This design comes from an exercise in tuning for small area on the open sky130 flow, not from production work.
At most, simulation tests tie the RTL to the original design; equivalence was not proved.
Only the layout flow was run in run 2; the RTL was not checked for function there.
Power and IR drop assume default switching activity.

## flow/design.v (module list and top-level ports; edited modules follow where they fit)
// module pc: 24 lines
// module IF_ID: 22 lines
// module decoder: 184 lines
// module load_use_detector: 74 lines
// module registerfile: 48 lines
// module ID_EX: 72 lines
// module forwarding_unit: 92 lines
// module interrupt_controller: 43 lines
// module csr_file: 132 lines
// module csr_exec: 94 lines
// module alu: 81 lines
// module execution_unit: 260 lines
// module EX_MEM: 58 lines
// module memory_unit: 85 lines
// module store_load_detector: 88 lines
// module MEM_WB: 63 lines
// module writeback: 68 lines
// module riscv_cpu: 449 lines
module riscv_cpu (
    input wire clk,
    input wire rst,
    input wire [31:0] module_instr_in,
    input wire [31:0] module_read_data_in,
    output wire [31:0] module_pc_out,
    output wire [31:0] module_wr_data_out,
    output wire module_mem_wr_en,
    output wire module_mem_rd_en,
    output wire [31:0] module_read_addr,
    output wire [31:0] module_write_addr,
    output wire [3:0] module_write_byte_enable,   
    output wire [2:0] module_load_type,           
    input wire timer_interrupt,
    input wire software_interrupt,
    input wire external_interrupt,
    input wire icache_stall,                      
    output wire fence_i_signal                    
);
  // ...
==> flow/run.sh <==
#!/bin/bash
# synth_recipe.tcl (not shown) runs the flow's synth.tcl, then flattens the netlist and writes it again
# the make line also repeats each setting of config.mk as NAME=value (left out here)
make -C /OpenROAD-flow-scripts/flow DESIGN_CONFIG=/design/flow/config.mk WORK_HOME=/design/flow/orfs CLKGATE_MAP_FILE= SYNTH_SCRIPT=/design/flow/synth_recipe.tcl finish
==> flow/config.mk <==
export PLATFORM = sky130hd
export DESIGN_NAME = riscv_cpu
export DESIGN_NICKNAME = riscv_cpu
export VERILOG_FILES = /design/flow/design.v
export SDC_FILE = /design/flow/constraint.sdc
export NUM_CORES = 4
export LEC_CHECK = 0
export CAP_MARGIN = 20
export CORE_MARGIN = 2
export CORE_UTILIZATION = 30
export SLEW_MARGIN = 20
==> flow/constraint.sdc <==
create_clock -name core_clock -period 10.0 [get_ports {clk}]
set_input_delay 2.0000 -clock core_clock [delete_from_list [all_inputs] [get_ports {clk}]]
set_output_delay 2.0000 -clock core_clock [all_outputs]
set_load 0.01 [all_outputs]
==> results.toml, run 1 <==
[critical_path]
required_ns = 10.76
endpoint = "if_id_inst0.pc_out[27]$_DFFE_PP0N_"
cp-start-kind = "flip-flop"
crit_start = "ex_mem_inst0.instr_id_out[1]$_DFF_PP0_"
critPathBufInv = 4
critical_path.top_delay_family = "simple AND/OR/NAND/NOR gates"
slowest_delay_ns = 0.84
cp_data_arrival_time_ns = 10.19

[placed_design]
pre_cts_ws_ns = 1.06
hpwl_mm = 395
portBuffers = 207
place_area_um2 = 110000
placedCellCount = 15600

[routing]
route.met3.wl_mm = 80.3

[grt]
antenna_found_initial = 73

[power_and_ir_drop]
power-top-group = "clock"
seq-power_mw = 7.62

[die]
die-area_um2 = 342000
nWellTaps = 4515
die_h_um = 585
rows = 213

[yosys]
syn_area_um2 = 101000
synth.area.top_cells = "dfrtp_1 (44%), o21ai_0 (5.3%), a21oi_1 (4.9%)"
synth_top_area_cell = "dfrtp_1"
synthSimpleGateAreaFrac_pct = 15.0
ys_seq_area_share_pct = 45.0
yosys.area_share.xor_xnor_pct = 2.74

[cells_and_area]
non_clock_buffer_area_share_pct = 4.70
drive_above_1_share_pct = 10.4
insertedDiodeCount = 50

[timing]
fmax_mhz = 106
whs_ns = 0.345
tightest_slew_ns = 1.37
timing.final.ws_setup_ns = 0.573
hold_viol = 0

[cts]
cts.clk_slew.worst_paths_ns = 0.07
cts_buffers = 202
cts.hold.buffers_added = 0

[status]
status = "complete, no violations"

[min_path]
hold_end = "id_ex_inst0.pc_out[0]$_DFF_PP0_"
==> module riscv_cpu, before the edit <==
module riscv_cpu (
    input wire clk,
    input wire rst,
    input wire [31:0] module_instr_in,
    input wire [31:0] module_read_data_in,
    output wire [31:0] module_pc_out,
    output wire [31:0] module_wr_data_out,
    output wire module_mem_wr_en,
    output wire module_mem_rd_en,
    output wire [31:0] module_read_addr,
    output wire [31:0] module_write_addr,
    output wire [3:0] module_write_byte_enable,   
    output wire [2:0] module_load_type,           
    input wire timer_interrupt,
    input wire software_interrupt,
    input wire external_interrupt,
    input wire icache_stall,                      
    output wire fence_i_signal                    
);
localparam [5:0] INSTR_ADD   = 6'h01;
localparam [5:0] INSTR_SUB   = 6'h02;
localparam [5:0] INSTR_XOR   = 6'h03;
localparam [5:0] INSTR_OR    = 6'h04;
localparam [5:0] INSTR_AND   = 6'h05;
localparam [5:0] INSTR_SLL   = 6'h06;
localparam [5:0] INSTR_SRL   = 6'h07;
localparam [5:0] INSTR_SRA   = 6'h08;
localparam [5:0] INSTR_SLT   = 6'h09;
localparam [5:0] INSTR_SLTU  = 6'h0A;
localparam [5:0] INSTR_ADDI  = 6'h0B;
localparam [5:0] INSTR_XORI  = 6'h0C;
localparam [5:0] INSTR_ORI   = 6'h0D;
localparam [5:0] INSTR_ANDI  = 6'h0E;
localparam [5:0] INSTR_SLLI  = 6'h0F;
localparam [5:0] INSTR_SRLI  = 6'h10;
localparam [5:0] INSTR_SRAI  = 6'h11;
localparam [5:0] INSTR_SLTI  = 6'h12;
localparam [5:0] INSTR_SLTIU = 6'h13;
localparam [5:0] INSTR_LB    = 6'h14;
localparam [5:0] INSTR_LH    = 6'h15;
localparam [5:0] INSTR_LW    = 6'h16;
localparam [5:0] INSTR_LBU   = 6'h17;
localparam [5:0] INSTR_LHU   = 6'h18;
localparam [5:0] INSTR_SB    = 6'h19;
localparam [5:0] INSTR_SH    = 6'h1A;
localparam [5:0] INSTR_SW    = 6'h1B;
localparam [5:0] INSTR_BEQ   = 6'h1C;
localparam [5:0] INSTR_BNE   = 6'h1D;
localparam [5:0] INSTR_BLT   = 6'h1E;
localparam [5:0] INSTR_BGE   = 6'h1F;
localparam [5:0] INSTR_BLTU  = 6'h20;
localparam [5:0] INSTR_BGEU  = 6'h21;
localparam [5:0] INSTR_JAL   = 6'h22;
localparam [5:0] INSTR_JALR  = 6'h23;
localparam [5:0] INSTR_LUI   = 6'h24;
localparam [5:0] INSTR_AUIPC = 6'h25;
localparam [5:0] INSTR_FENCE_I = 6'h26;
localparam [5:0] INSTR_CSRRW  = 6'h27;
localparam [5:0] INSTR_CSRRS  = 6'h28;
localparam [5:0] INSTR_CSRRC  = 6'h29;
localparam [5:0] INSTR_CSRRWI = 6'h2A;
localparam [5:0] INSTR_CSRRSI = 6'h2B;
localparam [5:0] INSTR_CSRRCI = 6'h2C;
localparam [5:0] INSTR_MRET    = 6'h2D;
localparam [5:0] INSTR_ECALL   = 6'h2E;
localparam [5:0] INSTR_EBREAK  = 6'h2F;
localparam [5:0] INSTR_INVALID = 6'h00;
    wire [31:0] pc_inst0_out;
    wire pc_inst0_j_signal;
    wire [31:0] pc_inst0_jump;
    wire stall_pipeline;  
    wire combined_stall;
    assign combined_stall = stall_pipeline || icache_stall;
    assign fence_i_signal = (id_ex_inst0_instr_id_out == INSTR_FENCE_I);
    assign pc_inst0_j_signal = ex_inst0_jump_signal_out;
    assign pc_inst0_jump = ex_inst0_jump_addr_out;
    pc pc_inst0 (
        .clk(clk),
        .rst(rst),
        .j_signal(pc_inst0_j_signal),
        .jump(pc_inst0_jump),
        .stall(combined_stall),  
        .out(pc_inst0_out)
    );
    assign module_pc_out = pc_inst0_out;
    wire [31:0] if_id_pc_out;
    wire [31:0] if_id_instr_out;
    wire branch_flush;
    assign branch_flush = ex_inst0_jump_signal_out;
    wire if_id_stall;
    assign if_id_stall = combined_stall && !branch_flush;
    IF_ID if_id_inst0 (
        .clk(clk),
        .rst(rst),
        .pc_in(pc_inst0_out),
        .instruction_in(branch_flush ? 32'h13 : module_instr_in),
        .stall(if_id_stall),
        .pc_out(if_id_pc_out),
        .instruction_out(if_id_instr_out)
    );
    wire [4:0] decoder_inst0_rs1_out;
    wire [4:0] decoder_inst0_rs2_out;
    wire [4:0] decoder_inst0_rd_out;
    wire [31:0] decoder_inst0_imm_out;
    wire decoder_inst0_rs1_valid_out;
    wire decoder_inst0_rs2_valid_out;
    wire decoder_inst0_rd_valid_out;
    wire [6:0] decoder_inst0_opcode_out;
    wire [5:0] decoder_inst0_instr_id_out;
    decoder decoder_inst0 (
        .instr(if_id_instr_out),
        .rs2(decoder_inst0_rs2_out),
        .rs1(decoder_inst0_rs1_out),
        .imm(decoder_inst0_imm_out),
        .rd(decoder_inst0_rd_out),
        .rs1_valid(decoder_inst0_rs1_valid_out),
        .rs2_valid(decoder_inst0_rs2_valid_out),
        .rd_valid(decoder_inst0_rd_valid_out),
        .opcode(decoder_inst0_opcode_out),
        .instr_id(decoder_inst0_instr_id_out)
    );
    load_use_detector load_use_detector_inst0 (
        .rs1_id(decoder_inst0_rs1_out),
        .rs2_id(decoder_inst0_rs2_out),
        .rs1_valid_id(decoder_inst0_rs1_valid_out),
        .rs2_valid_id(decoder_inst0_rs2_valid_out),
        .instr_id_ex(id_ex_inst0_instr_id_out),
        .rd_ex(id_ex_inst0_rd_addr_out),
        .rd_valid_ex(id_ex_inst0_rd_valid_out),
        .stall_pipeline(stall_pipeline)
    );
    wire [31:0] rf_inst0_rs1_value_out;
    wire [31:0] rf_inst0_rs2_value_out;
    wire [4:0] rf_inst0_rd_in;
    wire rf_inst0_wr_en;
    wire [31:0] rf_inst0_rd_value_in;
    registerfile rf_inst0 (
        .clk(clk),
        .rst(rst),
        .rs1(decoder_inst0_rs1_out),
        .rs2(decoder_inst0_rs2_out),
        .rs1_valid(decoder_inst0_rs1_valid_out),
        .rs2_valid(decoder_inst0_rs2_valid_out),
        .rd(rf_inst0_rd_in),
        .wr_en(rf_inst0_wr_en),
        .rd_value(rf_inst0_rd_value_in),
        .rs1_value(rf_inst0_rs1_value_out),
        .rs2_value(rf_inst0_rs2_value_out)
    );
    wire id_ex_inst0_rs1_valid_out;
    wire id_ex_inst0_rs2_valid_out;
    wire id_ex_inst0_rd_valid_out;
    wire [31:0] id_ex_inst0_imm_out;
    wire [4:0] id_ex_inst0_rs1_addr_out;
    wire [4:0] id_ex_inst0_rs2_addr_out;
    wire [4:0] id_ex_inst0_rd_addr_out;
    wire [6:0] id_ex_inst0_opcode_out;
    wire [5:0] id_ex_inst0_instr_id_out;
    wire [31:0] id_ex_inst0_pc_out;
    wire [31:0] id_ex_inst0_rs1_value_out;
    wire [31:0] id_ex_inst0_rs2_value_out;
    wire execution_flush;
    wire pipeline_flush;
    assign pipeline_flush = branch_flush || execution_flush;
    ID_EX id_ex_inst0 (
        .clk(clk),
        .rst(rst),
        .rs1_valid_in(decoder_inst0_rs1_valid_out),
        .rs2_valid_in(decoder_inst0_rs2_valid_out),
        .rd_valid_in(decoder_inst0_rd_valid_out),
        .imm_in(decoder_inst0_imm_out),
        .rs1_addr_in(decoder_inst0_rs1_out),
        .rs2_addr_in(decoder_inst0_rs2_out),
        .rd_addr_in(decoder_inst0_rd_out),
        .opcode_in(decoder_inst0_opcode_out),
        .instr_id_in(decoder_inst0_instr_id_out),
        .pc_in(if_id_pc_out),
        .rs1_value_in(rf_inst0_rs1_value_out),
        .rs2_value_in(rf_inst0_rs2_value_out),
        .stall(pipeline_flush || combined_stall),  
        .rs1_valid_out(id_ex_inst0_rs1_valid_out),
        .rs2_valid_out(id_ex_inst0_rs2_valid_out),
        .rd_valid_out(id_ex_inst0_rd_valid_out),
        .imm_out(id_ex_inst0_imm_out),
        .rs1_addr_out(id_ex_inst0_rs1_addr_out),
        .rs2_addr_out(id_ex_inst0_rs2_addr_out),
        .rd_addr_out(id_ex_inst0_rd_addr_out),
        .opcode_out(id_ex_inst0_opcode_out),
        .instr_id_out(id_ex_inst0_instr_id_out),
        .pc_out(id_ex_inst0_pc_out),
        .rs1_value_out(id_ex_inst0_rs1_value_out),
        .rs2_value_out(id_ex_inst0_rs2_value_out)
    );
    wire [31:0] ex_inst0_exec_output_out;
    wire ex_inst0_jump_signal_out;
    wire [31:0] ex_inst0_jump_addr_out;
    wire [31:0] ex_inst0_mem_addr_out;
    wire [31:0] ex_inst0_rs1_value_out;
    wire [31:0] ex_inst0_rs2_value_out;
    wire [1:0] forward_a;
    wire [1:0] forward_b;
    forwarding_unit forwarding_unit_inst0 (
        .rs1_addr_ex(id_ex_inst0_rs1_addr_out),
        .rs2_addr_ex(id_ex_inst0_rs2_addr_out),
        .rs1_valid_ex(id_ex_inst0_rs1_valid_out),
        .rs2_valid_ex(id_ex_inst0_rs2_valid_out),
        .rd_addr_mem(ex_mem_inst0_rd_addr_out),
        .rd_valid_mem(ex_mem_inst0_rd_valid_out),
        .instr_id_mem(ex_mem_inst0_instr_id_out),
        .rd_addr_wb(mem_wb_inst0_rd_addr_out),
        .rd_valid_wb(mem_wb_inst0_rd_valid_out),
        .wr_en_wb(wb_inst0_wr_en_out),
        .forward_a(forward_a),
        .forward_b(forward_b)
    );
    wire [11:0] csr_addr;
    wire [31:0] csr_read_data;
    wire [31:0] csr_write_data;
    wire csr_write_enable;
    wire csr_read_enable;
    wire csr_valid;
    wire interrupt_pending;
    wire [31:0] interrupt_cause;
    wire [31:0] interrupt_pc;
    wire interrupt_taken;
    wire mret_instruction;
    wire ecall_exception;
    wire ebreak_exception;
    wire [31:0] csr_mstatus;
    wire [31:0] csr_mie;
    wire [31:0] csr_mip;
    wire [31:0] csr_mtvec;
    wire [31:0] csr_mepc;
    interrupt_controller int_ctrl_inst (
        .clk(clk),
        .rst(rst),
        .timer_interrupt(timer_interrupt),
        .software_interrupt(software_interrupt),
        .external_interrupt(external_interrupt),
        .mstatus(csr_mstatus),
        .mie(csr_mie),
        .mip(csr_mip),
        .interrupt_pending(interrupt_pending),
        .interrupt_cause(interrupt_cause),
        .interrupt_taken(interrupt_taken),
        .current_pc(pc_inst0_out),
        .interrupt_pc(interrupt_pc)
    );
    csr_file csr_file_inst (
        .clk(clk),
        .rst(rst),
        .csr_addr(csr_addr),
        .write_data(csr_write_data),
        .write_enable(csr_write_enable),
        .read_enable(csr_read_enable),
        .read_data(csr_read_data),
        .csr_valid(csr_valid),
        .interrupt_pending(interrupt_pending),
        .interrupt_cause_in(interrupt_cause),
        .interrupt_pc_in(interrupt_pc),
        .interrupt_taken(interrupt_taken),
        .mret_instruction(mret_instruction),
        .ecall_exception(ecall_exception),
        .ebreak_exception(ebreak_exception),
        .timer_interrupt(timer_interrupt),
        .software_interrupt(software_interrupt),
        .external_interrupt(external_interrupt),
        .mstatus_out(csr_mstatus),
        .mie_out(csr_mie),
        .mip_out(csr_mip),
        .mtvec_out(csr_mtvec),
        .mepc_out(csr_mepc)
    );
    execution_unit ex_unit_inst0 (
        .rs1(id_ex_inst0_rs1_value_out),
        .rs2(id_ex_inst0_rs2_value_out),
        .imm(id_ex_inst0_imm_out),
        .rs1_addr(id_ex_inst0_rs1_addr_out),
        .rs2_addr(id_ex_inst0_rs2_addr_out),
        .opcode(id_ex_inst0_opcode_out),
        .instr_id(id_ex_inst0_instr_id_out),
        .rs1_valid(id_ex_inst0_rs1_valid_out),
        .rs2_valid(id_ex_inst0_rs2_valid_out),
        .pc_input(id_ex_inst0_pc_out),
        .forward_a(forward_a),
        .forward_b(forward_b),
        .ex_mem_result(ex_mem_inst0_exec_output_out),
        .mem_wb_result(wb_inst0_rd_value_out),
        .csr_read_data(csr_read_data),
        .csr_valid(csr_valid),
        .csr_addr(csr_addr),
        .csr_read_enable(csr_read_enable),
        .csr_write_data(csr_write_data),
        .csr_write_enable(csr_write_enable),
        .exec_output(ex_inst0_exec_output_out),
        .jump_signal(ex_inst0_jump_signal_out),
        .jump_addr(ex_inst0_jump_addr_out),
        .mem_addr(ex_inst0_mem_addr_out),
        .rs1_value_out(ex_inst0_rs1_value_out),
        .rs2_value_out(ex_inst0_rs2_value_out),
        .flush_pipeline(execution_flush),
        .interrupt_pending(interrupt_pending),
        .interrupt_cause(interrupt_cause),
        .mtvec(csr_mtvec),
        .mepc(csr_mepc),
        .interrupt_taken(interrupt_taken),
        .mret_instruction(mret_instruction),
        .ecall_exception(ecall_exception),
        .ebreak_exception(ebreak_exception)
    );
    wire [4:0] ex_mem_inst0_rs1_addr_out;
    wire [4:0] ex_mem_inst0_rs2_addr_out;
    wire [4:0] ex_mem_inst0_rd_addr_out;
    wire [31:0] ex_mem_inst0_rs1_value_out;
    wire [31:0] ex_mem_inst0_rs2_value_out;
    wire [31:0] ex_mem_inst0_pc_out;
    wire [31:0] ex_mem_inst0_mem_addr_out;
    wire [31:0] ex_mem_inst0_exec_output_out;
    wire ex_mem_inst0_jump_signal_out;
    wire [31:0] ex_mem_inst0_jump_addr_out;
    wire [5:0] ex_mem_inst0_instr_id_out;
    wire ex_mem_inst0_rd_valid_out;
    EX_MEM ex_mem_inst0 (
        .clk(clk),
        .rst(rst),
        .rs1_addr_in(id_ex_inst0_rs1_addr_out),
        .rs2_addr_in(id_ex_inst0_rs2_addr_out),
        .rd_addr_in(id_ex_inst0_rd_addr_out),
        .rs1_value_in(ex_inst0_rs1_value_out),
        .rs2_value_in(ex_inst0_rs2_value_out),
        .pc_in(id_ex_inst0_pc_out),
        .mem_addr_in(ex_inst0_mem_addr_out),
        .exec_output_in(ex_inst0_exec_output_out),
        .jump_signal_in(ex_inst0_jump_signal_out),
        .jump_addr_in(ex_inst0_jump_addr_out),
        .instr_id_in(id_ex_inst0_instr_id_out),
        .rd_valid_in(id_ex_inst0_rd_valid_out),
        .rs1_addr_out(ex_mem_inst0_rs1_addr_out),
        .rs2_addr_out(ex_mem_inst0_rs2_addr_out),
        .rd_addr_out(ex_mem_inst0_rd_addr_out),
        .rs1_value_out(ex_mem_inst0_rs1_value_out),
        .rs2_value_out(ex_mem_inst0_rs2_value_out),
        .pc_out(ex_mem_inst0_pc_out),
        .mem_addr_out(ex_mem_inst0_mem_addr_out),
        .exec_output_out(ex_mem_inst0_exec_output_out),
        .jump_signal_out(ex_mem_inst0_jump_signal_out),
        .jump_addr_out(ex_mem_inst0_jump_addr_out),
        .instr_id_out(ex_mem_inst0_instr_id_out),
        .rd_valid_out(ex_mem_inst0_rd_valid_out)
    );
    wire mem_unit_inst0_wr_enable_out;
    wire mem_unit_inst0_read_enable_out;
    wire [31:0] mem_unit_inst0_wr_data_out;
    wire [31:0] mem_unit_inst0_read_addr_out;
    wire [31:0] mem_unit_inst0_wr_addr_out;
    wire [3:0] mem_unit_inst0_write_byte_enable_out;   
    wire [2:0] mem_unit_inst0_load_type_out;           
    assign module_mem_wr_en = mem_unit_inst0_wr_enable_out;
    assign module_mem_rd_en = mem_unit_inst0_read_enable_out;
    assign module_write_addr = mem_unit_inst0_wr_addr_out;
    assign module_read_addr = mem_unit_inst0_read_addr_out;
    assign module_wr_data_out = mem_unit_inst0_wr_data_out;
    assign module_write_byte_enable = mem_unit_inst0_write_byte_enable_out;
    assign module_load_type = mem_unit_inst0_load_type_out;
    memory_unit mem_unit_inst0 (
        .instr_id(ex_mem_inst0_instr_id_out),
        .rs2_value(ex_mem_inst0_rs2_value_out),
        .mem_addr(ex_mem_inst0_mem_addr_out),
        .wr_enable(mem_unit_inst0_wr_enable_out),
        .read_enable(mem_unit_inst0_read_enable_out),
        .wr_data(mem_unit_inst0_wr_data_out),
        .read_addr(mem_unit_inst0_read_addr_out),
        .wr_addr(mem_unit_inst0_wr_addr_out),
        .write_byte_enable(mem_unit_inst0_write_byte_enable_out),
        .load_type(mem_unit_inst0_load_type_out)
    );
    wire [4:0] mem_wb_inst0_rs1_addr_out;
    wire [4:0] mem_wb_inst0_rs2_addr_out;
    wire [4:0] mem_wb_inst0_rd_addr_out;
    wire [31:0] mem_wb_inst0_rs1_value_out;
    wire [31:0] mem_wb_inst0_rs2_value_out;
    wire [31:0] mem_wb_inst0_pc_out;
    wire [31:0] mem_wb_inst0_mem_addr_out;
    wire [31:0] mem_wb_inst0_exec_output_out;
    wire mem_wb_inst0_jump_signal_out;
    wire [31:0] mem_wb_inst0_jump_addr_out;
    wire [5:0] mem_wb_inst0_instr_id_out;
    wire mem_wb_inst0_rd_valid_out;
    wire [31:0] mem_wb_inst0_mem_data_out;
    wire store_load_hazard;
    wire [31:0] forwarded_store_data;
    store_load_detector store_load_detector_inst0 (
        .load_instr_id(ex_mem_inst0_instr_id_out),
        .load_addr(ex_mem_inst0_mem_addr_out),
        .prev_store_instr_id(mem_wb_inst0_instr_id_out),
        .prev_store_addr(mem_wb_inst0_mem_addr_out),
        .rs2_value(mem_wb_inst0_rs2_value_out),
        .store_load_hazard(store_load_hazard),
        .forwarded_data(forwarded_store_data)
    );
    wire [31:0] mem_data_to_wb;
    assign mem_data_to_wb = store_load_hazard ? forwarded_store_data : module_read_data_in;
    MEM_WB mem_wb_inst0 (
        .clk(clk),
        .rst(rst),
        .rs1_addr_in(ex_mem_inst0_rs1_addr_out),
        .rs2_addr_in(ex_mem_inst0_rs2_addr_out),
        .rd_addr_in(ex_mem_inst0_rd_addr_out),
        .rs1_value_in(ex_mem_inst0_rs1_value_out),
        .rs2_value_in(ex_mem_inst0_rs2_value_out),
        .pc_in(ex_mem_inst0_pc_out),
        .mem_addr_in(ex_mem_inst0_mem_addr_out),
        .exec_output_in(ex_mem_inst0_exec_output_out),
        .jump_signal_in(ex_mem_inst0_jump_signal_out),
        .jump_addr_in(ex_mem_inst0_jump_addr_out),
        .instr_id_in(ex_mem_inst0_instr_id_out),
        .rd_valid_in(ex_mem_inst0_rd_valid_out),
        .mem_data_in(mem_data_to_wb),
        .rs1_addr_out(mem_wb_inst0_rs1_addr_out),
        .rs2_addr_out(mem_wb_inst0_rs2_addr_out),
        .rd_addr_out(mem_wb_inst0_rd_addr_out),
        .rs1_value_out(mem_wb_inst0_rs1_value_out),
        .rs2_value_out(mem_wb_inst0_rs2_value_out),
        .pc_out(mem_wb_inst0_pc_out),
        .mem_addr_out(mem_wb_inst0_mem_addr_out),
        .exec_output_out(mem_wb_inst0_exec_output_out),
        .jump_signal_out(mem_wb_inst0_jump_signal_out),
        .jump_addr_out(mem_wb_inst0_jump_addr_out),
        .instr_id_out(mem_wb_inst0_instr_id_out),
        .rd_valid_out(mem_wb_inst0_rd_valid_out),
        .mem_data_out(mem_wb_inst0_mem_data_out)   
    );
    wire wb_inst0_wr_en_out;
    wire [4:0] wb_inst0_rd_addr_out;
    wire [31:0] wb_inst0_rd_value_out;
    assign rf_inst0_rd_in = wb_inst0_rd_addr_out;
    assign rf_inst0_wr_en = wb_inst0_wr_en_out;
    assign rf_inst0_rd_value_in = wb_inst0_rd_value_out;
    writeback wb_inst0 (
        .rd_valid_in(mem_wb_inst0_rd_valid_out),
        .rd_addr_in(mem_wb_inst0_rd_addr_out),
        .rd_value_in(mem_wb_inst0_exec_output_out),
        .mem_data_in(mem_wb_inst0_mem_data_out),   
        .instr_id_in(mem_wb_inst0_instr_id_out),
        .rd_addr_out(wb_inst0_rd_addr_out),
        .rd_value_out(wb_inst0_rd_value_out),
        .wr_en_out(wb_inst0_wr_en_out)
    );
endmodule
==> run 2, diff against run 1 <==
==> flow/design.v (replaced) <==
localparam [5:0] INSTR_ADD   = 6'h01;
localparam [5:0] INSTR_SUB   = 6'h02;
localparam [5:0] INSTR_XOR   = 6'h03;
localparam [5:0] INSTR_OR    = 6'h04;
localparam [5:0] INSTR_AND   = 6'h05;
localparam [5:0] INSTR_SLL   = 6'h06;
localparam [5:0] INSTR_SRL   = 6'h07;
localparam [5:0] INSTR_SRA   = 6'h08;
localparam [5:0] INSTR_SLT   = 6'h09;
localparam [5:0] INSTR_SLTU  = 6'h0A;
localparam [5:0] INSTR_ADDI  = 6'h0B;
localparam [5:0] INSTR_XORI  = 6'h0C;
localparam [5:0] INSTR_ORI   = 6'h0D;
localparam [5:0] INSTR_ANDI  = 6'h0E;
localparam [5:0] INSTR_SLLI  = 6'h0F;
localparam [5:0] INSTR_SRLI  = 6'h10;
localparam [5:0] INSTR_SRAI  = 6'h11;
localparam [5:0] INSTR_SLTI  = 6'h12;
localparam [5:0] INSTR_SLTIU = 6'h13;
localparam [5:0] INSTR_LB    = 6'h14;
localparam [5:0] INSTR_LH    = 6'h15;
localparam [5:0] INSTR_LW    = 6'h16;
localparam [5:0] INSTR_LBU   = 6'h17;
localparam [5:0] INSTR_LHU   = 6'h18;
localparam [5:0] INSTR_SB    = 6'h19;
localparam [5:0] INSTR_SH    = 6'h1A;
localparam [5:0] INSTR_SW    = 6'h1B;
localparam [5:0] INSTR_BEQ   = 6'h1C;
localparam [5:0] INSTR_BNE   = 6'h1D;
localparam [5:0] INSTR_BLT   = 6'h1E;
localparam [5:0] INSTR_BGE   = 6'h1F;
localparam [5:0] INSTR_BLTU  = 6'h20;
localparam [5:0] INSTR_BGEU  = 6'h21;
localparam [5:0] INSTR_JAL   = 6'h22;
localparam [5:0] INSTR_JALR  = 6'h23;
localparam [5:0] INSTR_LUI   = 6'h24;
localparam [5:0] INSTR_AUIPC = 6'h25;
localparam [5:0] INSTR_FENCE_I = 6'h26;
localparam [5:0] INSTR_CSRRW  = 6'h27;
localparam [5:0] INSTR_CSRRS  = 6'h28;
localparam [5:0] INSTR_CSRRC  = 6'h29;
localparam [5:0] INSTR_CSRRWI = 6'h2A;
localparam [5:0] INSTR_CSRRSI = 6'h2B;
localparam [5:0] INSTR_CSRRCI = 6'h2C;
localparam [5:0] INSTR_MRET    = 6'h2D;
localparam [5:0] INSTR_ECALL   = 6'h2E;
localparam [5:0] INSTR_EBREAK  = 6'h2F;
localparam [5:0] INSTR_INVALID = 6'h00;
`default_nettype none
module rdsel (
    input wire [30:0] d,
    input wire [30:0] s,
    output wire y
);
    wire [10:0] n;
    genvar i;
    generate for (i = 0; i < 10; i = i + 1) begin : g
        aoi3 u (.d(d[3*i+2:3*i]), .s(s[3*i+2:3*i]), .y(n[i]));
    end endgenerate
    assign n[10] = ~(d[30] & s[30]);
    nand11 r (.n(n), .y(y));
endmodule
module aoi3 (
    input wire [2:0] d,
    input wire [2:0] s,
    output wire y
);
    assign y = ~|(d & s);
endmodule
module nand11 (
    input wire [10:0] n,
    output wire y
);
    assign y = ~&n;
endmodule
`default_nettype none
module bkadd #(parameter N = 32, parameter TOP = 16) (
    input wire [N-1:0] a,
    input wire [N-1:0] b,
    input wire ci,
    output wire [N-1:0] s,
    output wire [N-1:0] pv,
    output wire [N-1:0] gv
);
    localparam M = N + 1;
    reg [M-1:0] g, p, G, P;
    integer i, d;
    always @(*) begin
        g = {a & b, ci};
        p = {a ^ b, 1'b0};
        G = g;
        P = p;
        for (d = 1; d < M; d = d * 2)
            for (i = 2 * d - 1; i < M; i = i + 2 * d) begin
                G[i] = G[i] | (P[i] & G[i - d]);
                P[i] = P[i] & P[i - d];
            end
        for (d = TOP; d >= 1; d = d / 2)
            for (i = 3 * d - 1; i < M; i = i + 2 * d) begin
                G[i] = G[i] | (P[i] & G[i - d]);
                P[i] = P[i] & P[i - d];
            end
    end
    assign s = p[M-1:1] ^ G[M-2:0];
    assign pv = p[M-1:1];
    assign gv = g[M-1:1];
endmodule
module rinc #(parameter N = 30) (
    input wire [N-1:0] a,
    input wire ci,
    output reg [N-1:0] s
);
    reg c;
    integer i;
    always @(*) begin
        c = ci;
        for (i = 0; i < N; i = i + 1) begin
            s[i] = a[i] ^ c;
            c = a[i] & c;
        end
    end
endmodule
module rdec #(parameter N = 29) (
    input wire [N-1:0] a,
    output reg [N-1:0] s
);
    reg b;
    integer i;
    always @(*) begin
        b = 1'b1;
        for (i = 0; i < N; i = i + 1) begin
            s[i] = a[i] ^ b;
            b = ~a[i] & b;
        end
    end
endmodule
`default_nettype none
module riscv_cpu (
    input wire clk,
    input wire rst,
    input wire [31:0] module_instr_in,
    input wire [31:0] module_read_data_in,
    output wire [31:0] module_pc_out,
    output wire [31:0] module_wr_data_out,
    output wire module_mem_wr_en,
    output wire module_mem_rd_en,
    output wire [31:0] module_read_addr,
    output wire [31:0] module_write_addr,
    output wire [3:0] module_write_byte_enable,
    output wire [2:0] module_load_type,
    input wire timer_interrupt,
    input wire software_interrupt,
    input wire external_interrupt,
    input wire icache_stall,
    output wire fence_i_signal
);
    integer k;
    reg  [31:0] pc;           
    reg  [31:0] d_ins;        
    reg  [31:0] e_ins;        
    reg  [31:0] m_res;        
    reg  [31:0] m_sd;         
    reg  [4:0]  m_rd;         
    reg  [2:0]  m_lt;         
    reg         m_sv;         
    reg  [1:0]  m_sf;         
    reg         m_hit;        
    wire [6:0] dop = d_ins[6:0];
    wire d_r  = (dop == 7'b0110011) | (dop == 7'b0100111) | (dop == 7'b1010011);
    wire d_i  = (dop == 7'b0000011) | (dop == 7'b0010011) | (dop == 7'b1100111);
    wire d_s  = (dop == 7'b0100011);
    wire d_b  = (dop == 7'b1100011);
    wire d_c  = (dop == 7'b1110011);
    wire d_rs1v = d_r | d_i | d_s | d_b | (d_c & ~d_ins[14]);
    wire d_rs2v = d_r | d_s | d_b;
    wire [6:0] op = e_ins[6:0];
    wire [2:0] f3 = e_ins[14:12];
    wire [6:0] f7 = e_ins[31:25];
    wire [4:0] a1 = e_ins[19:15];
    wire [4:0] a2 = e_ins[24:20];
    wire e_rr   = (op == 7'b0110011);
    wire e_ri   = (op == 7'b0010011);
    wire e_ld   = (op == 7'b0000011);
    wire e_st   = (op == 7'b0100011);
    wire e_br   = (op == 7'b1100011);
    wire e_jal  = (op == 7'b1101111);
    wire e_jalr = (op == 7'b1100111);
    wire e_lui  = (op == 7'b0110111);
    wire e_aui  = (op == 7'b0010111);
    wire e_sys  = (op == 7'b1110011);
    wire e_misc = (op == 7'b0001111);
    wire e_rx   = e_rr | (op == 7'b0100111) | (op == 7'b1010011);
    wire e_rdv  = e_rx | e_aui | e_lui | e_jal | e_ld | e_ri | e_jalr | e_sys;
    wire e_ldv  = e_ld & (f3 != 3'd3) & (f3 != 3'd6) & (f3 != 3'd7);
    wire e_stv  = e_st & ~f3[2] & (f3[1:0] != 2'd3);
    wire e_fnc  = e_misc & (f3 == 3'd1);
    wire e_mret = (e_ins == 32'h30200073);
    wire e_ecal = (e_ins == 32'h00000073);
    wire e_ebrk = (e_ins == 32'h00100073);
    wire e_csr  = e_sys & (f3[1:0] != 2'd0);
    reg [31:0] imm;
    always @(*) begin
        if (e_st)
            imm = {{21{e_ins[31]}}, e_ins[30:25], e_ins[11:7]};
        else if (e_br)
            imm = {{20{e_ins[31]}}, e_ins[7], e_ins[30:25], e_ins[11:8], 1'b0};
        else if (e_lui | e_aui)
            imm = {e_ins[31:12], 12'b0};
        else if (e_jal)
            imm = {{12{e_ins[31]}}, e_ins[19:12], e_ins[20], e_ins[30:21], 1'b0};
        else
            imm = {{21{e_ins[31]}}, e_ins[30:20]};
    end
    wire alu_v = e_rr ? ((f7 == 7'h00) | ((f7 == 7'h20) & ((f3 == 3'd0) | (f3 == 3'd5))))
                      : ((f3 == 3'd1) ? (f7 == 7'h00) :
                         (f3 == 3'd5) ? ((f7 == 7'h00) | (f7 == 7'h20)) : 1'b1);
    reg [31:0] rf [1:31];
    reg [31:1] rfv;
    wire        rf_we = (m_rd != 5'd0);
    wire [31:0] rf_wd;
    always @(posedge clk) begin
        for (k = 1; k < 32; k = k + 1)
            if (m_rd == k) rf[k] <= rf_wd;
    end
    always @(posedge clk or posedge rst) begin
        if (rst) rfv <= 31'b0;
        else for (k = 1; k < 32; k = k + 1)
            if (m_rd == k) rfv[k] <= 1'b1;
    end
    reg [30:0] s1, s2;
    always @(*) begin
        for (k = 1; k < 32; k = k + 1) begin
            s1[k-1] = (a1 == k) & rfv[k];
            s2[k-1] = (a2 == k) & rfv[k];
        end
    end
    wire [31:0] r1, r2;
    genvar gb, gj;
    generate for (gb = 0; gb < 32; gb = gb + 1) begin : rd
        wire [30:0] col;
        for (gj = 1; gj < 32; gj = gj + 1) begin : c
            assign col[gj-1] = rf[gj][gb];
        end
        rdsel u1 (.d(col), .s(s1), .y(r1[gb]));
        rdsel u2 (.d(col), .s(s2), .y(r2[gb]));
    end endgenerate
    wire m_ld = ~(m_lt[1] & m_lt[0]);
    wire fa = rf_we & ~m_ld & (m_rd == a1);
    wire fb = rf_we & ~m_ld & (m_rd == a2);
    wire [31:0] rs1 = fa ? m_res : r1;
    wire [31:0] rs2 = fb ? m_res : r2;
    reg [31:0] mstatus, mie, mtvec, mscratch, mepc, mcause, mtval;
    reg [11:0] mip;
    reg [63:0] cycle;
    wire irq_e = mip[11] & mie[11];
    wire irq_t = mip[7] & mie[7];
    wire irq_s = mip[3] & mie[3];
    wire intr  = mstatus[3] & (irq_e | irq_t | irq_s);
    wire [11:0] caddr = e_ins[31:20];
    wire c_mstatus  = (caddr == 12'h300);
    wire c_misa     = (caddr == 12'h301);
    wire c_mie      = (caddr == 12'h304);
    wire c_mtvec    = (caddr == 12'h305);
    wire c_mscratch = (caddr == 12'h340);
    wire c_mepc     = (caddr == 12'h341);
    wire c_mcause   = (caddr == 12'h342);
    wire c_mtval    = (caddr == 12'h343);
    wire c_mip      = (caddr == 12'h344);
    wire c_cycle    = (caddr == 12'hC00);
    wire c_cycleh   = (caddr == 12'hC80);
    wire cval = c_mstatus | c_misa | c_mie | c_mtvec | c_mscratch | c_mepc |
                c_mcause | c_mtval | c_mip | c_cycle | c_cycleh;
    wire [31:0] crd = ({32{c_mstatus}}  & mstatus) |
                      ({32{c_misa}}     & 32'h40000100) |
                      ({32{c_mie}}      & mie) |
                      ({32{c_mtvec}}    & mtvec) |
                      ({32{c_mscratch}} & mscratch) |
                      ({32{c_mepc}}     & mepc) |
                      ({32{c_mcause}}   & mcause) |
                      ({32{c_mtval}}    & mtval) |
                      ({32{c_mip}}      & {20'b0, mip}) |
                      ({32{c_cycle}}    & cycle[31:0]) |
                      ({32{c_cycleh}}   & cycle[63:32]);
    wire [31:0] csrc    = f3[2] ? {27'b0, a1} : rs1;
    wire [31:0] csr_wd  = (f3[1:0] == 2'd1) ? csrc :
                          (f3[1:0] == 2'd2) ? (crd | csrc) : (crd & ~csrc);
    wire [31:0] wdr     = rst ? 32'b0 : csr_wd;
    wire t_mret = ~intr & e_mret;
    wire t_trap = intr | e_ecal | e_ebrk;
    wire cw = e_csr & ((f3[1:0] == 2'd1) | (a1 != 5'd0)) & ~intr;
    always @(posedge clk) begin
        if (rst | (cw & c_mie))      mie      <= wdr;
        if (rst | (cw & c_mtvec))    mtvec    <= wdr;
        if (rst | (cw & c_mscratch)) mscratch <= wdr;
        if (rst | (cw & c_mtval))    mtval    <= wdr;
        if (rst | t_trap | (cw & c_mepc))
            mepc <= rst ? 32'b0 : t_trap ? pc : csr_wd;
        if (rst | t_trap | (cw & c_mcause))
            mcause <= rst ? 32'b0 :
                      ~t_trap ? csr_wd :
                      intr ? {1'b1, 27'b0, irq_e ? 4'hB : irq_t ? 4'h7 : 4'h3} :
                      e_ecal ? 32'h0000000B : 32'h00000003;
        if (rst | (cw & c_mstatus)) begin
            mstatus[31:8] <= rst ? 24'h000018 : csr_wd[31:8];
            mstatus[6:4]  <= wdr[6:4];
            mstatus[2:0]  <= wdr[2:0];
        end
        if (rst)
            {mstatus[7], mstatus[3]} <= 2'b00;
        else if (t_trap)
            {mstatus[7], mstatus[3]} <= {mstatus[3], 1'b0};
        else if (t_mret)
            {mstatus[7], mstatus[3]} <= {1'b1, mstatus[7]};
        else if (cw & c_mstatus)
            {mstatus[7], mstatus[3]} <= {csr_wd[7], csr_wd[3]};
        if (rst)
            {mip[11], mip[7], mip[3]} <= 3'b000;
        else if (!(cw & c_mip))
            {mip[11], mip[7], mip[3]} <= {external_interrupt, timer_interrupt, software_interrupt};
        if (rst | (cw & c_mip)) begin
            mip[10:8] <= wdr[10:8];
            mip[6:4]  <= wdr[6:4];
            mip[2:0]  <= wdr[2:0];
        end
    end
    wire [31:0] cyc_lo, cyc_hi;
    rinc #(32) cinc_lo (.a(cycle[31:0]), .ci(1'b1), .s(cyc_lo));
    rinc #(32) cinc_hi (.a(cycle[63:32]), .ci(&cycle[31:0]), .s(cyc_hi));
    always @(posedge clk or posedge rst) begin
        if (rst) cycle <= 64'h0;
        else cycle <= {cyc_hi, cyc_lo};
    end
    wire use_rs2 = e_rr | e_br;
    wire [31:0] opb = use_rs2 ? rs2 : imm;
    wire is_sub = e_br | ((e_rr | e_ri) & (f3[2:1] == 2'b01)) | (e_rr & (f3 == 3'd0) & f7[5]);
    wire sgn    = e_br ? ~f3[1] : ~f3[0];
    wire [32:0] sum, sump, sumg;
    bkadd #(33) addr_main (.a({sgn & rs1[31], rs1}),
                           .b({sgn & opb[31], opb} ^ {33{is_sub}}),
                           .ci(is_sub), .s(sum), .pv(sump), .gv(sumg));
    wire lt = sum[32];
    wire eq = &sump[31:0];
    wire shl = (f3 == 3'd1);
    reg  [31:0] shin, shout;
    always @(*) begin
        for (k = 0; k < 32; k = k + 1) shin[k] = shl ? rs1[31-k] : rs1[k];
    end
    wire [31:0] shr = $signed({f7[5] & ~shl & rs1[31], shin}) >>> opb[4:0];
    always @(*) begin
        for (k = 0; k < 32; k = k + 1) shout[k] = shl ? shr[31-k] : shr[k];
    end
    wire [31:0] alu = ({32{f3 == 3'd0}} & sum[31:0]) |
                      ({32{f3[1:0] == 2'd1}} & shout) |
                      ({32{f3[2:1] == 2'b01}} & {31'b0, lt}) |
                      ({32{f3[2] & ~f3[0]}} & sump[31:0]) |
                      ({32{f3[2] & f3[1]}} & sumg[31:0]);
    wire [28:0] pcm8;
    rdec #(29) dec_pc (.a(pc[31:3]), .s(pcm8));
    wire [31:0] e_pc = {pcm8, pc[2:0]};
    wire [31:0] pc_imm;
    bkadd #(32) addr_pc (.a(e_pc), .b(imm), .ci(1'b0), .s(pc_imm), .pv(), .gv());
    wire [31:0] pc_four = {pc[2] ? {pc[31:3], 1'b0} : {pcm8, 1'b1}, pc[1:0]};
    reg br_t;
    always @(*) begin
        case (f3)
            3'd0: br_t = eq;
            3'd1: br_t = ~eq;
            3'd4: br_t = lt;
            3'd5: br_t = ~lt;
            3'd6: br_t = lt;
            3'd7: br_t = ~lt;
            default: br_t = 1'b0;
        endcase
    end
    wire j_vec = intr | e_ecal | e_ebrk;
    wire jump  = j_vec | (e_br & br_t) | e_jal | e_jalr | e_mret;
    wire [31:0] jaddr = ({32{j_vec}} & mtvec) |
                        ({32{~j_vec & e_mret}} & mepc) |
                        ({32{~j_vec & e_jalr}} & {sum[31:1], 1'b0}) |
                        ({32{~j_vec & (e_br | e_jal)}} & pc_imm);
    wire x_alu = ~intr & (e_rr | e_ri) & alu_v;
    wire x_adr = ~intr & (e_ldv | e_stv);
    wire x_lnk = ~intr & (e_jal | e_jalr);
    wire x_lui = ~intr & e_lui;
    wire x_aui = ~intr & e_aui;
    wire x_csr = ~intr & e_csr;
    wire [31:0] res = ({32{x_alu}} & alu) |
                      ({32{x_adr}} & sum[31:0]) |
                      ({32{x_lnk}} & pc_four) |
                      ({32{x_lui}} & imm) |
                      ({32{x_aui}} & pc_imm) |
                      ({32{x_csr}} & crd);
    assign fence_i_signal = e_fnc;
    wire stall_lu = e_ldv & (e_ins[11:7] != 5'd0) &
                    ((d_rs1v & (d_ins[19:15] == e_ins[11:7])) |
                     (d_rs2v & (d_ins[24:20] == e_ins[11:7])));
    wire cstall = stall_lu | icache_stall;
    wire [29:0] pc_next;
    rinc #(30) inc_pc (.a(pc[31:2]), .ci(1'b1), .s(pc_next));
    always @(posedge clk) begin
        if (rst) pc <= 32'b0;
        else if (jump) pc <= jaddr;
        else if (!cstall) pc <= {pc_next, pc[1:0]};
    end
    assign module_pc_out = pc;
    always @(posedge clk) begin
        if (rst) d_ins <= 32'b0;
        else if (jump) d_ins <= 32'h00000013;
        else if (!cstall) d_ins <= module_instr_in;
    end
    always @(posedge clk or posedge rst) begin
        if (rst) e_ins <= 32'b0;
        else if (jump | e_fnc | cstall) e_ins <= 32'b0;
        else e_ins <= d_ins;
    end
    wire hit = e_ldv & m_sv & (m_sf == f3[1:0]) & (res == m_res);
    always @(posedge clk or posedge rst) begin
        if (rst) begin
            m_rd  <= 5'b0;
            m_lt[1:0] <= 2'b11;
            m_sv  <= 1'b0;
            m_hit <= 1'b0;
        end else begin
            m_rd  <= e_rdv ? e_ins[11:7] : 5'b0;
            m_lt[1:0] <= e_ldv ? f3[1:0] : 2'b11;
            m_sv  <= e_stv;
            m_hit <= hit;
        end
    end
    always @(posedge clk) begin
        m_lt[2] <= f3[2];
        m_sf  <= f3[1:0];
        m_res <= res;
        if (e_stv) m_sd <= rs2;
    end
    assign module_mem_wr_en = m_sv;
    assign module_mem_rd_en = m_ld;
    assign module_read_addr = m_res;
    assign module_write_addr = m_res;
    assign module_load_type = m_lt;
    assign module_write_byte_enable =
        (m_sf == 2'd0) ? 4'b0001 :
        (m_sf == 2'd1) ? (m_res[0] ? 4'b0000 : 4'b0011) :
                         ((m_res[1:0] == 2'b00) ? 4'b1111 : 4'b0000);
    assign module_wr_data_out = {m_sf[1] ? m_sd[31:16] : 16'b0,
                                 (m_sf != 2'd0) ? m_sd[15:8] : 8'b0,
                                 m_sd[7:0]};
    wire [31:0] fwd = (m_lt[1:0] == 2'd0) ? {{24{m_sd[7] & ~m_lt[2]}}, m_sd[7:0]} :
                      (m_lt[1:0] == 2'd1) ? {{16{m_sd[15] & ~m_lt[2]}}, m_sd[15:0]} :
                                            m_sd;
    wire [31:0] ldata = m_hit ? fwd : module_read_data_in;
    assign rf_wd = m_ld ? ldata : m_res;
endmodule
--- a/flow/config.mk
+++ b/flow/config.mk
@@ -8,4 +8,7 @@
 export CAP_MARGIN = 20
 export CORE_MARGIN = 2
 export CORE_UTILIZATION = 30
+export CTS_CLUSTER_DIAMETER = 60
+export CTS_CLUSTER_SIZE = 20
 export SLEW_MARGIN = 20
+export SYNTH_HIERARCHICAL = 1
==> run 2 against run 1 <==
  * Cell count shrank 42%
  * Maximum frequency increased by 0.22%
  * Critical path depth rose by 4
  * Via count shrank 41%
  * Worst hold slack improved by 0.12 ns
  * Die area down 27%
  * Clock skew shrank 0.047 ns
  * Utilization hardly changed
  * Critical path type unchanged
  * Largest cell class is now registers
==> results.toml, run 2 <==
[power_and_ir_drop]
cellPowerDensity_nw_per_um2 = 143
p_leak_nw = 30.7
total_power_mw = 12.0
peakVddDrop_mv = 0.133

[die]
ios = 208
rows = 181
die_x_um = 498
fp.coreArea_um2 = 243000
initial_utilization_pct = 30.1
die-area_um2 = 248000
die_h_um = 498

[timing]
rsz0062_at_grt = "false"
setup_viol = 0
hold_viol = 0
clock_skew_ns = 0.0596
tightest_slew_ns = 1.33
tns_ns = 0
fin_crit_ns = 9.41
slew_viol_final = 0
relSlewSlack_pct = 10.7
min_period_over_period_pct = 94.1
fmax_mhz = 106

[critical_path]
cp-start-kind = "flip-flop"
cp-end-kind = "flip-flop"
path_max_fanout = 19
required_ns = 10.71
crit_type = "flip-flop to flip-flop"
cp_data_arrival_time_ns = 10.12
reg2regPathDepth = 26

[routing]
wirelength_mm = 333
drc_errors = 0
first_pass_iters = 13
vias = 60600
wl_per_cell_um = 35.8
drt_iter0_markers = 13300
antenna_left = 0
via_per_inst = 6.52

[cells_and_area]
syn2layout_area_growth_pct = 15.3
largest_reg_flops = 992
final_cell_mix = "edfxtp_1 (1,255), a222oi_1 (665), nand2_1 (414)"
drive_above_1_share_pct = 11.8
fill_cells = 23600
top_register = "rf"
nets = 6297
layout_commonest_cell = "edfxtp_1"
fin_area_um2 = 84400
largestRegisters = "rf x992, cycle x64"

[cts]
postCtsSetupRepairBufs = 0
clock-sinks = 1495
cts.clk_slew.worst_paths_ns = 0.09
post_cts_resized = 0
root_buffer = "clkbuf_16"
clkLatencyLatePin_ns = 0.81
clockBufferDepth = 3
htree_levels = 3
cts_tree = "done"
cts_buffers = 106
cts.hold.buffers_added = 0

[placed_design]
place_area_um2 = 80900
gp_congestion = 1.00
portBuffers = 207
hpwl_mm = 228

[min_path]
min_path_type = "flip-flop to flip-flop"
hold_path_depth = 1

[grt]
grt.total_usage_pct = 25.6
grt-ovfl-total = 0
antenna_found_initial = 28
grt_pass1_vias = 56700
grt_pass1_wl_mm = 455
grt_start_max_net_pins = 69

[yosys]
syn_area_um2 = 73200
yosys_warnings = 13
synthCells = 5716
synth.avg_cell_area_um2 = 12.8

[job]
max_cap_viol_count = 0

[status]
status = "complete, no violations"
run 2: area by class of cell:
class	instances	area [um2]	area share [%]
flip-flops and latches	1495	43200	51.1
diodes	10	25.0	0.0296
multi-input cells	3758	28700	34.1
repair buffers	496	4400	5.21
clock inverters	52	621	0.735
clock buffers	133	2850	3.38
inverters	155	589	0.698
well taps	3202	4010	4.75
run 2: worst paths after layout:
kind	start	to	slack, ns
max	e_ins[20]$_DFF_PP0_	m_hit$_DFF_PP0_	0.59
min in group asynchronous	rst	m_hit$_DFF_PP0_	1.72
min reg2reg	cycle[63]$_DFF_PP0_	cycle[63]$_DFF_PP0_	0.46
min	cycle[63]$_DFF_PP0_	cycle[63]$_DFF_PP0_	0.46
max reg2reg	e_ins[20]$_DFF_PP0_	m_hit$_DFF_PP0_	0.59
max in group asynchronous	rst	e_ins[27]$_DFF_PP0_	6.28
run 2: layer usage:
| layer | GRT usage, % | vias to the layer above | share of wire [%] |
|---|---|---|---|
| met3 | 6.76 | 955 | 13 |
| li1 | - | 24300 | - |
| met1 | 31.8 | 30400 | 35 |
| met4 | 15.6 | 14 | 7.3 |
| met2 | 39.8 | 4921 | 45 |
| met5 | 0.212 | - | 0.025 |
run 2: critical path, stage by stage, from the launching register on:
cell and delay, ns:
dfrtp_1 0.65, nor2_1 0.61, and3_1 1.14, a222oi_1 0.23
nand4_1 0.24, or3_1 0.22, o31ai_1 0.13, and3_1 0.31
or2_2 0.54, xnor2_1 0.21, ha_1 0.42, o211ai_2 0.12
a21oi_2 0.14, o2111ai_2 0.23, o41ai_4 0.44, o21ai_2 0.18
fa_1 0.41, xnor2_1 0.24, a2bb2oi_1 0.21, o21ai_0 0.14
a2111oi_1 0.72, buf_4 0.27, o221ai_1 0.19, xor2_1 0.24
a2111oi_2 0.54, nand4_1 0.19, nor4_2 0.30
run 2: where the power goes:
group	internal, mW	switching [mW]
sequential	6.74	0.0518
combinational	0.226	0.457
clock	2.15	2.41
run 2: stage by stage:
step / instances / hold slack (ns) / setup WS [ns] / utilization, %
final: 9301 / 0.464 / 0.593 / 34.7
after global routing: 9293 / 0.493 / 0.552 / 34.7
after CTS: 9291 / 0.471 / 0.910 / 34.7
after detailed placement: 9106 / 0.457 / 0.957 / 33.3
after global placement: 9106 / 0.454 / 0.997 / 33.3
after floorplan: 5717 / 0.342 / 1.62 / -
==> run 3, diff against run 2 <==
--- a/flow/design.v
+++ b/flow/design.v
@@ -52,35 +52,14 @@
     input wire [30:0] s,
     output wire y
 );
-    wire [10:0] n;
-    genvar i;
-    generate for (i = 0; i < 10; i = i + 1) begin : g
-        aoi3 u (.d(d[3*i+2:3*i]), .s(s[3*i+2:3*i]), .y(n[i]));
-    end endgenerate
-    assign n[10] = ~(d[30] & s[30]);
-    nand11 r (.n(n), .y(y));
-endmodule
-module aoi3 (
-    input wire [2:0] d,
-    input wire [2:0] s,
-    output wire y
-);
-    assign y = ~|(d & s);
-endmodule
-module nand11 (
-    input wire [10:0] n,
-    output wire y
-);
-    assign y = ~&n;
+    assign y = |(d & s);
 endmodule
 `default_nettype none
 module bkadd #(parameter N = 32, parameter TOP = 16) (
     input wire [N-1:0] a,
     input wire [N-1:0] b,
     input wire ci,
-    output wire [N-1:0] s,
-    output wire [N-1:0] pv,
-    output wire [N-1:0] gv
+    output wire [N-1:0] s
 );
     localparam M = N + 1;
     reg [M-1:0] g, p, G, P;
@@ -102,8 +81,6 @@
             end
     end
     assign s = p[M-1:1] ^ G[M-2:0];
-    assign pv = p[M-1:1];
-    assign gv = g[M-1:1];
 endmodule
 module rinc #(parameter N = 30) (
     input wire [N-1:0] a,
@@ -120,20 +97,6 @@
         end
     end
 endmodule
-module rdec #(parameter N = 29) (
-    input wire [N-1:0] a,
-    output reg [N-1:0] s
-);
-    reg b;
-    integer i;
-    always @(*) begin
-        b = 1'b1;
-        for (i = 0; i < N; i = i + 1) begin
-            s[i] = a[i] ^ b;
-            b = ~a[i] & b;
-        end
-    end
-endmodule
 `default_nettype none
 module riscv_cpu (
     input wire clk,
@@ -157,7 +120,9 @@
     integer k;
     reg  [31:0] pc;           
     reg  [31:0] d_ins;        
+    reg  [31:0] d_pc;         
     reg  [31:0] e_ins;        
+    reg  [31:0] e_pc;         
     reg  [31:0] m_res;        
     reg  [31:0] m_sd;         
     reg  [4:0]  m_rd;         
@@ -334,12 +299,12 @@
     wire [31:0] opb = use_rs2 ? rs2 : imm;
     wire is_sub = e_br | ((e_rr | e_ri) & (f3[2:1] == 2'b01)) | (e_rr & (f3 == 3'd0) & f7[5]);
     wire sgn    = e_br ? ~f3[1] : ~f3[0];
-    wire [32:0] sum, sump, sumg;
+    wire [32:0] sum;
     bkadd #(33) addr_main (.a({sgn & rs1[31], rs1}),
                            .b({sgn & opb[31], opb} ^ {33{is_sub}}),
-                           .ci(is_sub), .s(sum), .pv(sump), .gv(sumg));
+                           .ci(is_sub), .s(sum));
     wire lt = sum[32];
-    wire eq = &sump[31:0];
+    wire eq = (sum[31:0] == 32'b0);
     wire shl = (f3 == 3'd1);
     reg  [31:0] shin, shout;
     always @(*) begin
@@ -352,14 +317,14 @@
     wire [31:0] alu = ({32{f3 == 3'd0}} & sum[31:0]) |
                       ({32{f3[1:0] == 2'd1}} & shout) |
                       ({32{f3[2:1] == 2'b01}} & {31'b0, lt}) |
-                      ({32{f3[2] & ~f3[0]}} & sump[31:0]) |
-                      ({32{f3[2] & f3[1]}} & sumg[31:0]);
-    wire [28:0] pcm8;
-    rdec #(29) dec_pc (.a(pc[31:3]), .s(pcm8));
-    wire [31:0] e_pc = {pcm8, pc[2:0]};
+                      ({32{f3 == 3'd4}} & (rs1 ^ opb)) |
+                      ({32{f3 == 3'd6}} & (rs1 | opb)) |
+                      ({32{f3 == 3'd7}} & (rs1 & opb));
     wire [31:0] pc_imm;
-    bkadd #(32) addr_pc (.a(e_pc), .b(imm), .ci(1'b0), .s(pc_imm), .pv(), .gv());
-    wire [31:0] pc_four = {pc[2] ? {pc[31:3], 1'b0} : {pcm8, 1'b1}, pc[1:0]};
+    bkadd #(32) addr_pc (.a(e_pc), .b(imm), .ci(1'b0), .s(pc_imm));
+    wire [29:0] link_hi;
+    rinc #(30) inc_link (.a(e_pc[31:2]), .ci(1'b1), .s(link_hi));
+    wire [31:0] pc_four = {link_hi, e_pc[1:0]};
     reg br_t;
     always @(*) begin
         case (f3)
@@ -403,16 +368,20 @@
         else if (!cstall) pc <= {pc_next, pc[1:0]};
     end
     assign module_pc_out = pc;
-    always @(posedge clk) begin
+    always @(posedge clk or posedge rst) begin
         if (rst) d_ins <= 32'b0;
         else if (jump) d_ins <= 32'h00000013;
         else if (!cstall) d_ins <= module_instr_in;
     end
+    always @(posedge clk) begin
+        if (jump | ~cstall) d_pc <= pc;
+    end
     always @(posedge clk or posedge rst) begin
         if (rst) e_ins <= 32'b0;
         else if (jump | e_fnc | cstall) e_ins <= 32'b0;
         else e_ins <= d_ins;
     end
+    always @(posedge clk) e_pc <= d_pc;
     wire hit = e_ldv & m_sv & (m_sf == f3[1:0]) & (res == m_res);
     always @(posedge clk or posedge rst) begin
         if (rst) begin
--- a/flow/config.mk
+++ b/flow/config.mk
@@ -8,7 +8,5 @@
 export CAP_MARGIN = 20
 export CORE_MARGIN = 2
 export CORE_UTILIZATION = 30
-export CTS_CLUSTER_DIAMETER = 60
-export CTS_CLUSTER_SIZE = 20
 export SLEW_MARGIN = 20
 export SYNTH_HIERARCHICAL = 1
==> run 3 against run 2 <==
  * Utilization grew 0.84 points
  * Cell count grew 6.7%
  * Sequential cell count grew 64
  * Via count grew 0.93%
  * Clock power grew 36%
  * Worst hold slack lost 0.15 ns
  * Maximum frequency shrank 3.0%
  * Clock-buffer cell count grew 83
  * Final area grew 7.0%
  * Combinational power grew 130%
  * Wire length shrank 1.7%
  * Critical path depth grew 4
==> results.toml, run 3 <==
[placed_design]
pre_cts_ws_ns = 0.582
gp_congestion = 1.02
hpwl_mm = 236
portBuffers = 207
place_area_um2 = 84800

[critical_path]
cp_common_cell = "inv_1"
cp-start-kind = "flip-flop"
required_ns = 10.73
slowest_delay_ns = 0.86
cp_data_arrival_time_ns = 10.43
path_max_fanout = 45
crit_type = "flip-flop to flip-flop"
cp-end-kind = "flip-flop"
slowest_stage = "nor4_1"
ff2ff_setup_slack_ns = 0.31

[die]
ios = 208
die_x_um = 509
fp.coreArea_um2 = 254000
die-area_um2 = 259000
initial_utilization_pct = 30.2
die_h_um = 509
rows = 185

[grt]
grt-ovfl-total = 0
grt.total_usage_pct = 24.3
grt_pass1_vias = 57700
grt_pass1_wl_mm = 452
antenna_found_initial = 21
grt_start_max_net_pins = 66

[cells_and_area]
final_cell_mix = "edfxtp_1 (1,287), a22oi_1 (872), mux2i_1 (274)"
top_register = "rf"
largest_reg_flops = 992
syn2layout_area_growth_pct = 17.9
drive_above_1_share_pct = 12.3
largestRegisters = "rf x992, cycle x64"
fin_area_um2 = 90300
postLayoutCoreUtil_pct = 35.6
fill_cells = 24400
layout_commonest_cell = "edfxtp_1"
seq_area_um2 = 44900
multiInputGateArea_um2 = 30400
nets = 6758

[routing]
via_per_inst = 6.17
route.met3.wl_mm = 33.5
wirelength_mm = 328
drc_errors = 0
antenna_left = 0
drt_iter0_markers = 10500
wl_met1_mm = 125
dr_wl_met2_mm = 150
routed.top_layer = "met5"
vias = 61200
first_pass_iters = 13
wl_per_cell_um = 33.0

[cts]
cts_tree = "done"
cts.clk_slew.worst_paths_ns = 0.07
htree_levels = 4
postCtsSetupRepairBufs = 0
root_buffer = "clkbuf_16"
clockBufferDepth = 3
clkLatencyLatePin_ns = 0.91
cts_buffers = 166
clock-sinks = 1559

[power_and_ir_drop]
p_leak_nw = 33.8
cellPowerDensity_nw_per_um2 = 166
peakVddDrop_mv = 0.162

[yosys]
synth_top_area_cell = "edfxtp_1"
yosys_warnings = 12
synth_edf_count = 1287
synth.area.top_cells = "edfxtp_1 (50%), a22oi_1 (8.5%), dfrtp_1 (5.4%)"
syn_area_um2 = 76600
synth_most_common_cell = "edfxtp_1"
synthCells = 6031
synth-seq-cells = 1559
ys_types = 107
yosys-top-cells-count = "edfxtp_1 (1,287), a22oi_1 (872), mux2i_1 (274), nor2_1 (267), nand2_1 (255)"
synth-async-reset-ratio_pct = 10.8
synthFlopType = "edfxtp_1"
ys_seq_area_share_pct = 58.7
yosysTopAreaCellShare_pct = 50.5
synth.avg_cell_area_um2 = 12.7

[timing]
fmax_mhz = 103
slew_viol_final = 0
timing.final.ws_setup_ns = 0.307
rsz0062_at_grt = "false"
relSlewSlack_pct = 20.0
hold_viol = 0
clock_skew_ns = 0.0898
whs_ns = 0.310
fin_crit_ns = 9.69
tns_ns = 0
min_period_over_period_pct = 96.9
tightest_slew_ns = 1.20
setup_viol = 0

[job]
max_cap_viol_count = 0

[min_path]
min_path_type = "flip-flop to flip-flop"

[status]
status = "complete, no violations"
==> run 3: final timing paths <==
path,end,from,depth (start not counted)
setup / recovery,pc[16]$_SDFFE_PP0P_,e_ins[22]$_DFF_PP0_,30
hold / removal,e_pc[27]$_DFF_P_,d_pc[27]$_DFFE_PP_,0
setup reg to reg,pc[16]$_SDFFE_PP0P_,e_ins[22]$_DFF_PP0_,30
hold reg to reg,e_pc[27]$_DFF_P_,d_pc[27]$_DFFE_PP_,0
max in group asynchronous,rfv[13]$_DFFE_PP0N_,rst,3
min in group asynchronous,cycle[31]$_DFF_PP0_,rst,2
==> run 3: final cells by class <==
| class | count | area share [%] |
|---|---|---|
| antenna | 6 | 0.0166 |
| inverter | 204 | 0.856 |
| sequential | 1559 | 49.8 |
| clock inverter | 90 | 1.15 |
| multi-input combinational | 3987 | 33.6 |
| tap | 3366 | 4.66 |
| timing repair buffer | 494 | 5.02 |
| clock buffer | 216 | 4.89 |
==> run 3: through the flow <==
stage / power (mW) / cells
finish: 15.0 / 9922
global route: 15.4 / 9916
CTS: 15.0 / 9913
detailed placement: 8.87 / 9607
global placement: 8.85 / 9606
floorplan: 8.14 / 6033
==> run 3: cells by family after synthesis <==
kind of cell | after synthesis | share of synthesized area (%)
AOI/OAI and AO/OA | 1920 | 19.2
DFF | 1559 | 58.7
and+or+nand+nor | 1377 | 9.40
buffers and inverters | 487 | 2.65
muxes | 295 | 3.90
adders and majority gates | 276 | 4.83
xor gates and xnor gates | 115 | 1.31
other | 2 | 0.00980
==> run 3: modules after synthesis, one instance, submodules excluded, a selection <==
module / copies in the design / cells / cell area, um2 / flops+latches
rdsel: 64 / 20 / 154 / 0
riscv_cpu: 1 / 4301 / 62400 / 1559
==> run 3: routing by layer <==
layer | vias to the layer above | GRT usage (%)
met5 | - | 0
met4 | 8 | 12.1
met3 | 747 | 5.54
met2 | 4164 | 38.7
met1 | 30900 | 31.0
li1 | 25300 | -
==> run 3: where the power goes <==
part / total, mW / internal [mW] / switching (mW) / leakage (nW)
Clock: 6.21 / 3.43 / 2.78 / 2.62
Combinational: 1.56 / 0.463 / 1.09 / 15.9
Sequential: 7.24 / 7.12 / 0.119 / 15.2
Total: 15.0 / 11.0 / 3.99 / 33.8
==> run 3: worst max-delay path: cells and delay by family, from the launching register on <==
kind	cells	cell delay, ns
AO/OA/AOI/OAI	11	2.99
XOR/XNOR	2	0.33
adder cells (fa/ha/maj)	2	0.96
buffers and inverters	4	0.49
flip-flops	1	0.56
AND/OR/NAND/NOR	11	4.21
==> run 3: what timing repair did <==
item | CTS | global route
hold endpoints to repair | 0 | 0
setup endpoints to repair | 0 | 8
hold buffers | 0 | 0
resized for setup | 0 | 1

-- re-timing with driven ports --
In the flow no input, the clock included, has a driving cell. The finished layouts below were timed again as built, in two steps. Step 1 sets driving cells, clkbuf_16 on the clock port and buf_2 on the other inputs (assumed; they add their load-dependent delay and slew). Step 2 times the ports against the registers' clock, not the clock port: input delays grow and output delays shrink by t, the midpoint of the rising clock arrivals with the driver on. Three values: ideal, step 1, step 2; two values: the first two.
| run | shift t [ns] | setup slack, ns | worst setup path after step 2 | slew at the worst register clock pin (ns) | cell pins on the clock port's net |
|---|---|---|---|---|---|
| run 1 | 1.018 | 0.573 / 0.573 / 0.573 | register to register | 0.09 / 0.09 | 1 |
| run 2 | 0.877 | 0.593 / 0.593 / 0.593 | register to register | 0.09 / 0.09 | 1 |
| run 3 | 0.966 | 0.307 / 0.307 / 0.307 | register to register | 0.08 / 0.08 | 1 |
After both steps setup and hold are still met in every run listed.
